Background: an optimization exercise with open tools, aiming at small area, a short achievable clock period and few clock cycles. Do not read the settings as production practice.
The RTL was checked by simulation tests, not by an equivalence proof against the original design.
Power and IR drop assume default switching activity. The clock port is modelled as an ideal driver; clocking choices that lean on that would not hold on a real chip.

==> build 73 <==
Design Freq_Counter, start of the top module:
module Freq_Counter (clock, iReset_N, SW1, iValid, iPixel, oReady, oValid, iPixel_new);
input	clock, iReset_N;
input	SW1;
input	iValid;
input	[7:0] iPixel;
output	oReady;
output reg oValid;
output reg [7:0] iPixel_new;
localparam S_CLEAR = 3'd0;		 
localparam S_COUNT = 3'd1;		 
localparam S_DRAIN = 3'd2;		 
localparam S_PASS  = 3'd3;		 
localparam S_WAIT  = 3'd4;		 
(* fsm_encoding = "none" *)
reg [2:0]  state;
reg        rdy;
reg [3:0]  ph;					 
reg [3:0]  tr;					 
reg [13:0] pixel_count;			 
reg [1:0]  drain_wait;
reg        lut_valid;
reg        v1, s1;
assign oReady = rdy;			 
wire last_left = v1 ? (pixel_count == 14'd16382) : (pixel_count == 14'd16383);
reg [7:0]  p1;
reg        v2, s2;
reg        v3;					 
reg [7:0]  q3;
reg [7:0]  p2;
reg [7:0]  a2;
reg [7:0]  tb1;					 
reg        ix_v, iy_v;			 
reg [3:0]  xr, yr;				 
reg [2:0]  xq, yq;				 
reg        x2;					 
wire [15:0] xr_1h = ix_v ? (16'd1 << xr) : 16'd0;
wire [15:0] yr_1h = iy_v ? (16'd1 << yr) : 16'd0;
  ...
==> flow/config.mk <==
export PLATFORM = sky130hd
export DESIGN_NAME = Freq_Counter
export DESIGN_NICKNAME = Freq_Counter
export VERILOG_FILES = /design/flow/design.v
export SDC_FILE = /design/flow/constraint.sdc
export NUM_CORES = 8
export LEC_CHECK = 0
export ABC_CLOCK_PERIOD_IN_PS = 3500
export CAP_MARGIN = 20
export CORE_MARGIN = 2
export CORE_UTILIZATION = 70
export SLEW_MARGIN = 20
==> flow/constraint.sdc <==
create_clock -name core_clock -period 11.0 [get_ports {clock}]
set_input_delay 2.2000 -clock core_clock [delete_from_list [all_inputs] [get_ports {clock}]]
set_output_delay 2.2000 -clock core_clock [all_outputs]
set_load 0.01 [all_outputs]
standard.sh (not shown) runs the stock make flow with config.mk's settings and CLKGATE_MAP_FILE= SYNTH_SCRIPT=/design/flow/synth_recipe.tcl, a recipe that flattens the netlist after the stock synthesis.
==> flow/flow/run.sh <==
#!/bin/bash
set -euo pipefail
ARGS=(SETUP_SLACK_MARGIN=7.5
  "BUFFER_PORTS_ARGS=-buffer_cell sky130_fd_sc_hd__buf_4"
  "CTS_ARGS=-sink_clustering_enable -repair_clock_nets -sink_clustering_size 34 -sink_clustering_max_diameter 60 -dont_use_dummy_load")
bash standard.sh "${ARGS[@]}" place > standard_place.log 2>&1
PLACE_ODB=$(pwd)/orfs/results/sky130hd/Freq_Counter/base/3_place.odb openroad -no_init -exit flow/pull_outputs.tcl > pull_outputs.log 2>&1
bash standard.sh "${ARGS[@]}" finish > standard_finish.log 2>&1
==> flow/flow/pull_outputs.tcl <==
# Move each output port's driving flip-flop next to the port's output buffer,
# then legalize. Reads and writes the placed design given in PLACE_ODB.
read_db $::env(PLACE_ODB)
set block [ord::get_db_block]
set moved 0
foreach bterm [$block getBTerms] {
  if {[$bterm getIoType] ne "OUTPUT"} { continue }
  set net [$bterm getNet]
  set buf ""
  foreach it [$net getITerms] { if {[$it isOutputSignal]} { set buf [$it getInst] } }
  if {$buf eq ""} { continue }
  set in ""
  foreach it [$buf getITerms] { if {[$it isInputSignal]} { set in [$it getNet] } }
  if {$in eq ""} { continue }
  set ff ""
  set nload 0
  foreach it [$in getITerms] {
    if {[$it isOutputSignal]} { set ff [$it getInst] } else { incr nload }
  }
  if {$ff eq "" || $nload != 1} { continue }
  if {![[$ff getMaster] isSequential]} { continue }
  set loc [$buf getLocation]
  $ff setLocation [lindex $loc 0] [lindex $loc 1]
  $ff setPlacementStatus PLACED
  incr moved
  puts "moved [$ff getName] next to [$buf getName]"
}
puts "moved $moved flip-flops"
detailed_placement
check_placement -verbose
write_db $::env(PLACE_ODB)
==> trial 18: changes against build 73 <==
==> flow/flow/run.sh (replaced) <==
#!/bin/bash
set -euo pipefail
ARGS=(SETUP_SLACK_MARGIN=7.5
  "BUFFER_PORTS_ARGS=-buffer_cell sky130_fd_sc_hd__buf_4"
  "CTS_ARGS=-sink_clustering_enable -repair_clock_nets -sink_clustering_size 30 -sink_clustering_max_diameter 60 -dont_use_dummy_load")
bash standard.sh "${ARGS[@]}" place > standard_place.log 2>&1
PLACE_ODB=$(pwd)/orfs/results/sky130hd/Freq_Counter/base/3_place.odb openroad -no_init -exit flow/pull_outputs.tcl > pull_outputs.log 2>&1
bash standard.sh "${ARGS[@]}" finish > standard_finish.log 2>&1
Settings changed: CORE_UTILIZATION 70 to 75.
==> trial 39: changes against build 73 <==
--- a/flow/design.v
+++ b/flow/design.v
@@ -169,62 +169,70 @@
 			assign d[12*(j-1) +: 12] = {o, c | lo_n[4], hi, lo_n[3:0]};
 		end
 	end
 	always @(posedge clock)
 		q <= d;
 end
 endgenerate
-reg  [4:0]  xn;					 
+reg  [15:0] xv;					 
 reg  [7:0]  xtag [0:15];
 reg  [3:0]  xext [0:15];
 wire [7:0]  xkey = {tr, ph};	 
 wire [15:0] xhit;
+wire [15:0] xfree_lo;			 
 reg  [3:0]  xrd;
 reg         sw_inc;				 
 reg  [3:0]  sw_slot;				 
 reg         sw_new;				 
 reg  [7:0]  sw_key;
 wire [15:0] sw_1h = 16'd1 << sw_slot;
-wire [3:0]  xfree_bin = xn[3:0] + {3'd0, sw_inc & sw_new};	 
-reg  [3:0]  xhit_bin;
+wire [15:0] xfree = ~xv & ~(sw_1h & {16{sw_inc & sw_new}});
+reg  [3:0]  xhit_bin, xfree_bin;
 integer k;
 generate
 for (r = 0; r < 16; r = r + 1)
 begin : xs
-	assign xhit[r] = (xn > r) && (xtag[r] == xkey);
+	assign xhit[r] = xv[r] && (xtag[r] == xkey);
+	if (r == 0)
+		assign xfree_lo[r] = xfree[r];
+	else
+		assign xfree_lo[r] = xfree[r] && !(|xfree[r-1:0]);
 end
 endgenerate
 always @(*)
 begin
 	xhit_bin  = 4'd0;
+	xfree_bin = 4'd0;
 	for (k = 0; k < 16; k = k + 1)
+	begin
 		xhit_bin  = xhit_bin  | (xhit[k]     ? k[3:0] : 4'd0);
+		xfree_bin = xfree_bin | (xfree_lo[k] ? k[3:0] : 4'd0);
+	end
 end
 always @(*)
 begin
 	xrd = 4'd0;
 	for (k = 0; k < 16; k = k + 1)
 		xrd = xrd | (xhit[k] ? xext[k] : 4'd0);
 end
 always @(posedge clock)
 begin
 	sw_inc <= iReset_N && sweep_en && head_ovf[tr];
 	sw_slot <= (|xhit) ? xhit_bin : xfree_bin;
 	sw_new  <= ~(|xhit);
 	sw_key  <= xkey;
-	if (state == S_CLEAR || (state == S_PASS && tr == 4'd15 && ph == 4'd15))
-		xn <= 5'd0;
-	else if (sw_inc && sw_new)
-		xn <= xn + 5'd1;
 	for (k = 0; k < 16; k = k + 1)
 	begin
-		if (sw_inc && sw_1h[k] && !sw_new)
+		if (state == S_CLEAR || (state == S_PASS && tr == 4'd15 && ph == 4'd15))
+			xv[k] <= 1'b0;
+		else if (sw_inc && sw_1h[k] && !sw_new)
 			xext[k] <= xext[k] + 4'd1;
 		else if (sw_inc && sw_1h[k] && sw_new)
 		begin
+			xv[k]   <= 1'b1;
 			xtag[k] <= sw_key;
 			xext[k] <= 4'd1;
 		end
 	end
 end
 reg        rval, rfirst;			 
 reg [11:0] hraw;
==> flow/flow/run.sh (replaced) <==
#!/bin/bash
set -euo pipefail
bash standard.sh SETUP_SLACK_MARGIN=7.6 \
  "BUFFER_PORTS_ARGS=-buffer_cell sky130_fd_sc_hd__buf_4" \
  "CTS_ARGS=-sink_clustering_enable -repair_clock_nets -sink_clustering_size 30 -sink_clustering_max_diameter 60 -dont_use_dummy_load" \
  finish > standard_flow.log 2>&1
Settings changed: CORE_UTILIZATION 70 to 65.
removed: flow/flow/pull_outputs.tcl
==> comparison <==
Trial 18 finished clean. Trial 39 finished with timing, DRC and antenna clean. Build 73 went through all stages and came out clean.
Global-route usage: trial 39 is lower than build 73 (1.4 points).
Between trial 18 and trial 39, the lower design area is in trial 18 (gap about 0.6%, measured against trial 39).
Critical path depth is the same in build 73 and trial 39.
Setup slack: build 73 > trial 39 > trial 18.
Sequential share of layout area: trial 39 < trial 18 < build 73.
Between build 73 and trial 39, the lower via count is in build 73 (gap 0.44%, measured against trial 39).
In sequential power, build 73 and trial 39 hardly differ.
Combinational power: build 73 is lower than trial 39 (about 4%).
Testbench counts of build 73, summed over its fixed seeds: cycles 664,224.
Testbench counts of trial 18, summed over its fixed seeds: cycles 664,224.
Testbench counts of trial 39, summed over its fixed seeds: cycles 664,224.

==> port drivers added, routing unchanged <==
Ports are ideal in the flow. The routed layouts listed here were re-timed in OpenROAD. Step 1 (the two cells are an assumption about what drives the block):
set clk [get_ports {clock}]
set_driving_cell -lib_cell sky130_fd_sc_hd__clkbuf_16 $clk
set_driving_cell -lib_cell sky130_fd_sc_hd__buf_2 [delete_from_list [all_inputs] $clk]
Step 2, shift: input delay + t, output delay - t, t = (earliest + latest rising clock arrival at the registers) / 2. This alone moves slack from input paths to output paths. a / b / c = ideal / step 1 / step 2; a / b = the first two.
| run | shift t [ns] | setup slack, ns | clock arrival spread, ns | cell pins on the clock port's net |
|---|---|---|---|---|
| build 73 | 0.960 | 7.454 / 7.364 / 7.212 | 0.096 / 0.096 | 1 |
| trial 18 | 0.988 | 7.423 / 7.323 / 7.146 | 0.105 / 0.106 | 1 |
| trial 39 | 0.973 | 7.424 / 7.328 / 7.198 | 0.151 / 0.151 | 1 |
After both steps setup and hold are still met in every run listed. For trial 18, which loses most, drivers alone change the setup slack by -0.100 ns; drivers and shift together by -0.277 ns.
